Background: an optimization exercise with open tools, aiming at small area. Do not read the settings as production practice.
In this exercise RTL edits were held to simulation tests only and were not proved equivalent to the original.
No activity file was given, so power comes from the tool's default toggle rates.

==> design.v <==
`timescale 1ns / 1ps
module bcd_2(input clk,reset,
output reg [3:0]counter1,counter2,
output reg [7:0]display,
output reg [3:0]control);
reg clkdiv,clkms,flag;
integer temp1,temp2;
wire clkdiv_rise=(temp1+1==2000000) && !clkdiv;
wire clkms_rise=(temp2+1==200) && !clkms;
always@(posedge clk)
begin
if(reset)
begin
temp1<=0;
temp2<=0;
clkdiv<=1'b0;
clkms<=1'b0;
end
else
begin
if(temp1+1==2000000)
begin
clkdiv<=~clkdiv;
temp1<=0;
end
else
temp1<=temp1+1;
if(temp2+1==200)
begin
clkms<=~clkms;
temp2<=0;
end
else
temp2<=temp2+1;
end
end
always@(posedge clk)
begin
if(reset)
begin
counter1<=4'b1000;
counter2<=4'b0111;
end
else if(clkdiv_rise)
begin
case({counter2,counter1})
120:{counter2,counter1}<=154;
154:{counter2,counter1}<=204;
204:{counter2,counter1}<=254;
254:{counter2,counter1}<=15;
15:{counter2,counter1}<=61;
61:{counter2,counter1}<=55;
55:{counter2,counter1}<=50;
50:{counter2,counter1}<=86;
86:{counter2,counter1}<=145;
145:{counter2,counter1}<=120;
default:{counter2,counter1}<=120;
endcase
end
end
always@(posedge clk)
begin
if(reset)
begin
flag<=1'b0;
control<=4'b1111;
display<=8'b00000000;
end
else if(clkms_rise)
begin
if (flag==1'b0)
begin
control<=4'b0111;
case(counter2)
0:display<=8'b11111100;
1:display<=8'b01100000;
2:display<=8'b11011010;
3:display<=8'b11110010;
4:display<=8'b01100110;
5:display<=8'b10110110;
6:display<=8'b10111110;
7:display<=8'b11100000;
8:display<=8'b11111110;
9:display<=8'b11110110;
10:display<=8'b11111010;
11:display<=8'b00111110;
12:display<=8'b00011010;
13:display<=8'b01111010;
14:display<=8'b11011110;
15:display<=8'b10001110;
endcase
flag<=1'b1;
end
else
begin
control<=4'b1011;
case(counter1)
0:display<=8'b11111100;
1:display<=8'b01100000;
2:display<=8'b11011010;
3:display<=8'b11110010;
4:display<=8'b01100110;
5:display<=8'b10110110;
6:display<=8'b10111110;
7:display<=8'b11100000;
8:display<=8'b11111110;
9:display<=8'b11110110;
10:display<=8'b11111010;
11:display<=8'b00111110;
12:display<=8'b00011010;
13:display<=8'b01111010;
14:display<=8'b11011110;
15:display<=8'b10001110;
endcase
flag<=1'b0;
end
end
end
endmodule
==> run.sh <==
#!/bin/bash
# synth_recipe.tcl (not shown) runs the flow's synth.tcl, then flattens the netlist and writes it again
# the make line also repeats each setting of config.mk as NAME=value (left out here)
make -C /OpenROAD-flow-scripts/flow DESIGN_CONFIG=/design/flow/config.mk WORK_HOME=/design/flow/orfs CLKGATE_MAP_FILE= SYNTH_SCRIPT=/design/flow/synth_recipe.tcl finish
==> config.mk <==
export PLATFORM = sky130hd
export DESIGN_NAME = bcd_2
export DESIGN_NICKNAME = bcd_2
export VERILOG_FILES = /design/flow/design.v
export SDC_FILE = /design/flow/constraint.sdc
export NUM_CORES = 8
export LEC_CHECK = 0
export CAP_MARGIN = 20
export CORE_MARGIN = 2
export CORE_UTILIZATION = 40
export SLEW_MARGIN = 20
==> constraint.sdc <==
create_clock -name core_clock -period 5.0 [get_ports {clk}]
set_input_delay 1.0000 -clock core_clock [delete_from_list [all_inputs] [get_ports {clk}]]
set_output_delay 1.0000 -clock core_clock [all_outputs]
set_load 0.01 [all_outputs]
==> notes.md <==
Finish
Compared with the post-synthesis result, the final layout area differs by 9.95%. The fraction of final layout cells sized beyond drive strength 1 is 8.71%. The layout filler cell count is 1347. Leaving out fill and tap cells, the most frequent cells in the layout are 101 x sky130_fd_sc_hd__nor2_1, 98 x sky130_fd_sc_hd__dfxtp_1, 36 x sky130_fd_sc_hd__nand2_1. The number of nets in the final layout is 680. The multi-input gate area in the final layout is 3410 µm². After routing the design area is 6190 µm². The register area is 1960 µm². The leading cell type in the layout, fill and taps excluded is sky130_fd_sc_hd__nor2_1. The number of antenna cells inserted is 0.

At the end of the flow the core is filled with cells to 44.8%.

Synth
The number of enable-type register cells in the synthesized netlist is 0. The sequential-to-total area share from yosys stat is 34.8%. The fraction of registers with async set or reset after synthesis is 0%. Synthesis produced a netlist whose cell count is 664. The count of state elements after synthesis is 98.

Among all flip-flop cells after synthesis, the most frequent one is sky130_fd_sc_hd__dfxtp_1. The post-synthesis instance area is 5630 µm². The number of different library cells used by synthesis comes to 75. For this run, the number of Yosys warnings is 1. A synthesized cell averages 8.48 µm².

Placed design
The number of port buffers is 18. Routability-driven placement finished with a final weighted congestion of 0.894. The placed instance area is 5890 µm². The detailed placement HPWL is 8060 µm.

Setup path
In this design, the largest share of critical-path delay is due to simple AND/OR/NAND/NOR gates. For the worst setup path, the data arrival time is 4.35 ns. The sum of buffers and inverters on the critical path is 2. The worst setup path is of the flip-flop to flip-flop kind. The endpoint class of the critical path is a flip-flop.

Walking the worst path, the cells encountered are ha_1, nand3_1, or4_1, or3_1, a211oi_2, nand4_2, nor2_1, mux2i_1, nor2_1, inv_1, ha_1, inv_1, mux2i_1, mux2_2. The required arrival time at the worst endpoint is 5.24 ns. In this run the worst setup path begins at temp1[0]. Among all stages on the critical path, the largest delay is contributed by sky130_fd_sc_hd__or4_1. The element type at the critical path start is a flip-flop. The biggest fanout along the worst timing path is 7. The setup slack on the worst flop-to-flop path is 0.89 ns. For this run, the slowest stage of the critical path takes 0.61 ns. The source of the worst register-to-register timing path is temp1[0].

CTS
The insertion delay to the later sink of the worst-skew pair is 0.35 ns. After clock tree synthesis, the clock-pin slew on the worst setup and hold paths is 0.07 ns. The hold-fix buffer count after cts is 0. The root buffer cell is sky130_fd_sc_hd__clkbuf_16. No sink is reached through more buffers than the 2 on the longest clock path. The level count of the clock H-tree is 3. The number of clock sinks seen by CTS is 98. The number of gates resized after CTS is 0.

Post-CTS timing repair inserted 0 buffers for setup. The CTS buffer count is 9. TritonCTS built the clock tree.

Timing
Setup repair after global routing left no endpoint under its margin. Adding up every negative setup slack in the final design gives 0 ns. The max-slew violation total from the final report is 0.

For the pin with the worst max-slew slack, the measured transition is 0.854 ns. Dividing the final minimum period by the clock period gives 82.2%. The number of hold violations in the final report is 0. Between clock sinks in the finished design, the worst skew comes to 0.00717 ns. Setup violations remaining at the end of the flow were counted as 0. The minimum clock period after layout is 4.11 ns. Derived from the worst setup path, the maximum achievable clock frequency is 0.243 GHz. The remaining max-slew budget at the tightest pin is 42.7%.

Routing
Summing over every cut layer, the via total after detailed routing is 4531. The total DRC errors in the routed layout is 0. The DRC violation total after the first TritonRoute iteration is 208. The total wire length after detailed routing is 11300 µm. Using the TritonRoute via totals, the vias-per-cell ratio works out to 5.36. In this run the remaining antenna-violating nets after routing total 0.

In the final routed layout, each cell accounts on average for 13.4 µm. For this run, the detailed router's first-pass iteration total came to 4.

Run status
The run finished with no timing, DRC or antenna violations.

Floorplanning
The initial utilization of the core area, before any placement, comes to 40.7%. The core box area is 13800 µm². Pin placement for this block handled 22 I/O pins. The die extent in x is 123 µm. The height of the die is 123 µm. The die covers 15000 µm². The row count is 43.

Power and ir drop
The maximum VDD drop is 0.136 mV. In this run the power density over the cells is 246 nW/µm². The leakage power total is 2.20 nW.

Global route
The first global-routing pass estimated 19400 µm of wire. Entering global routing, the biggest net connects 39 pins. The initial antenna violation count is 0. The remaining global-route overflow is 0. Across every metal layer, demand over resource in global routing totals 16.0%. The number of global-route vias before repair came to 4183.

Run
Max-cap violations in this run came to 0.

Hold path
The startpoint of the tightest hold check path is display[3]. The worst hold path class is flip-flop to flip-flop.
==> area by class of cell <==
type	instances	area share, %
sequential	98	31.7
timing repair buffer	22	3.39
multi-input combinational	509	55.1
inverter	21	1.35
clock buffer	9	3.64
tap	180	3.64
clock inverter	7	1.23
==> layer usage <==
| metal | GRT usage, % | vias to the layer above | share of wire [%] |
|---|---|---|---|
| met1 | 20.5 | 2144 | 50 |
| li1 | - | 2337 | - |
| met2 | 26.4 | 43 | 47 |
| met4 | 4.38 | 0 | 0.89 |
| met5 | 0 | - | 0 |
| met3 | 4.18 | 7 | 2.5 |
==> tightest hold or removal path: cells and delay by family (launching register included) <==
family / cells / cell delay (ns)
simple gates: 1 / 0.09
flops: 1 / 0.31
compound gates: 1 / 0.05
==> path summary, 6_finish.rpt <==
kind                              endpoint  depth (start not counted)
worst max register to register   flip-flop                         14
worst min register to register  display[3]                          2
worst max-delay path             flip-flop                         14
worst min-delay path            display[3]                          2
==> cell usage after synthesis, drive strengths merged (2+ instances only) <==
cell	count	area share, %
a211o	5	0.78
a211oi	12	1.8
a21o	3	0.40
a21oi	15	1.5
a22oi	2	0.27
a31o	2	0.31
a31oi	3	0.44
and2	3	0.33
and3	13	1.4
and3b	2	0.31
and4	14	2.2
buf	18	1.9
clkbuf	19	1.3
conb	2	0.13
dfxtp	98	35
ha	17	3.8
inv	20	1.3
mux2	9	1.9
mux2i	22	3.9
nand2	37	2.5
nand2b	7	0.78
nand3	34	3.1
nand3b	2	0.27
nand4	23	2.9
nand4b	3	0.47
nor2	101	6.7
nor2b	8	0.89
nor3	20	1.9
nor3b	3	0.49
nor4	11	1.4
nor4bb	5	0.89
o211ai	3	0.40
o21a	2	0.27
o21ai	17	1.5
o2bb2ai	2	0.31
o31a	2	0.31
o31ai	4	0.78
or2	6	0.67
or3	6	0.67
or4	7	1.1
xnor2	34	5.3
xor2	32	5.0
==> power by group <==
group | leakage (nW) | switching, W | internal [W]
clock network | 0.148 | 0.000313 | 0.000392
logic | 1.26 | 0.0000179 | 0.00000746
registers | 0.791 | 0.00000755 | 0.000784
total | 2.20 | 0.000338 | 0.00118
==> cell families after synthesis <==
logic type,share of synthesized area [%]
AOI/OAI and AO/OA,10.5
xor gates and xnor gates,10.3
adders and majority gates,3.78
buffers and inverters,4.69
DFF,34.8
muxes,5.78
other,0.133
and+or+nand+nor,30.0
==> metrics by stage <==
stage / instances / hold slack, ns / worst slack, ns / total power [W]
floorplan: 665 / 0.470 / 1.36 / 0.000830
global placement: 830 / 0.488 / 1.10 / 0.000835
detailed placement: 830 / 0.499 / 0.924 / 0.000836
CTS: 846 / 0.508 / 0.892 / 0.00155
global route: 846 / 0.523 / 0.600 / 0.00158
finish: 846 / 0.503 / 0.889 / 0.00152

## re-timing with driven ports
How much do the figures lean on ideal ports? The routed layout below was timed once more, with nothing changed but the port constraints.
Step 1 sets driving cells, clkbuf_16 on the clock port and buf_2 on the other inputs (assumed; they add their load-dependent delay and slew).
Step 2 adds t to the input delays and takes it off the output delays; t is the mean of the earliest and latest rising clock arrival at the registers after step 1. Input paths then give back, and output paths get back, about the clock's delay inside the block.
Slacks: ideal / step 1 / step 2; pairs: ideal / step 1.
t (ns): 0.389
slack for setup (ns): 0.889 / 0.889 / 0.889
worst hold slack (ns): 0.503 / 0.503 / 0.503
clock arrival spread, ns: 0.007 / 0.007
worst data-port slew with drivers (ns): 0.03
After both steps setup and hold are still met in this run. The setup slack of this run moves by 0.000 ns with the drivers and by 0.000 ns with both steps.
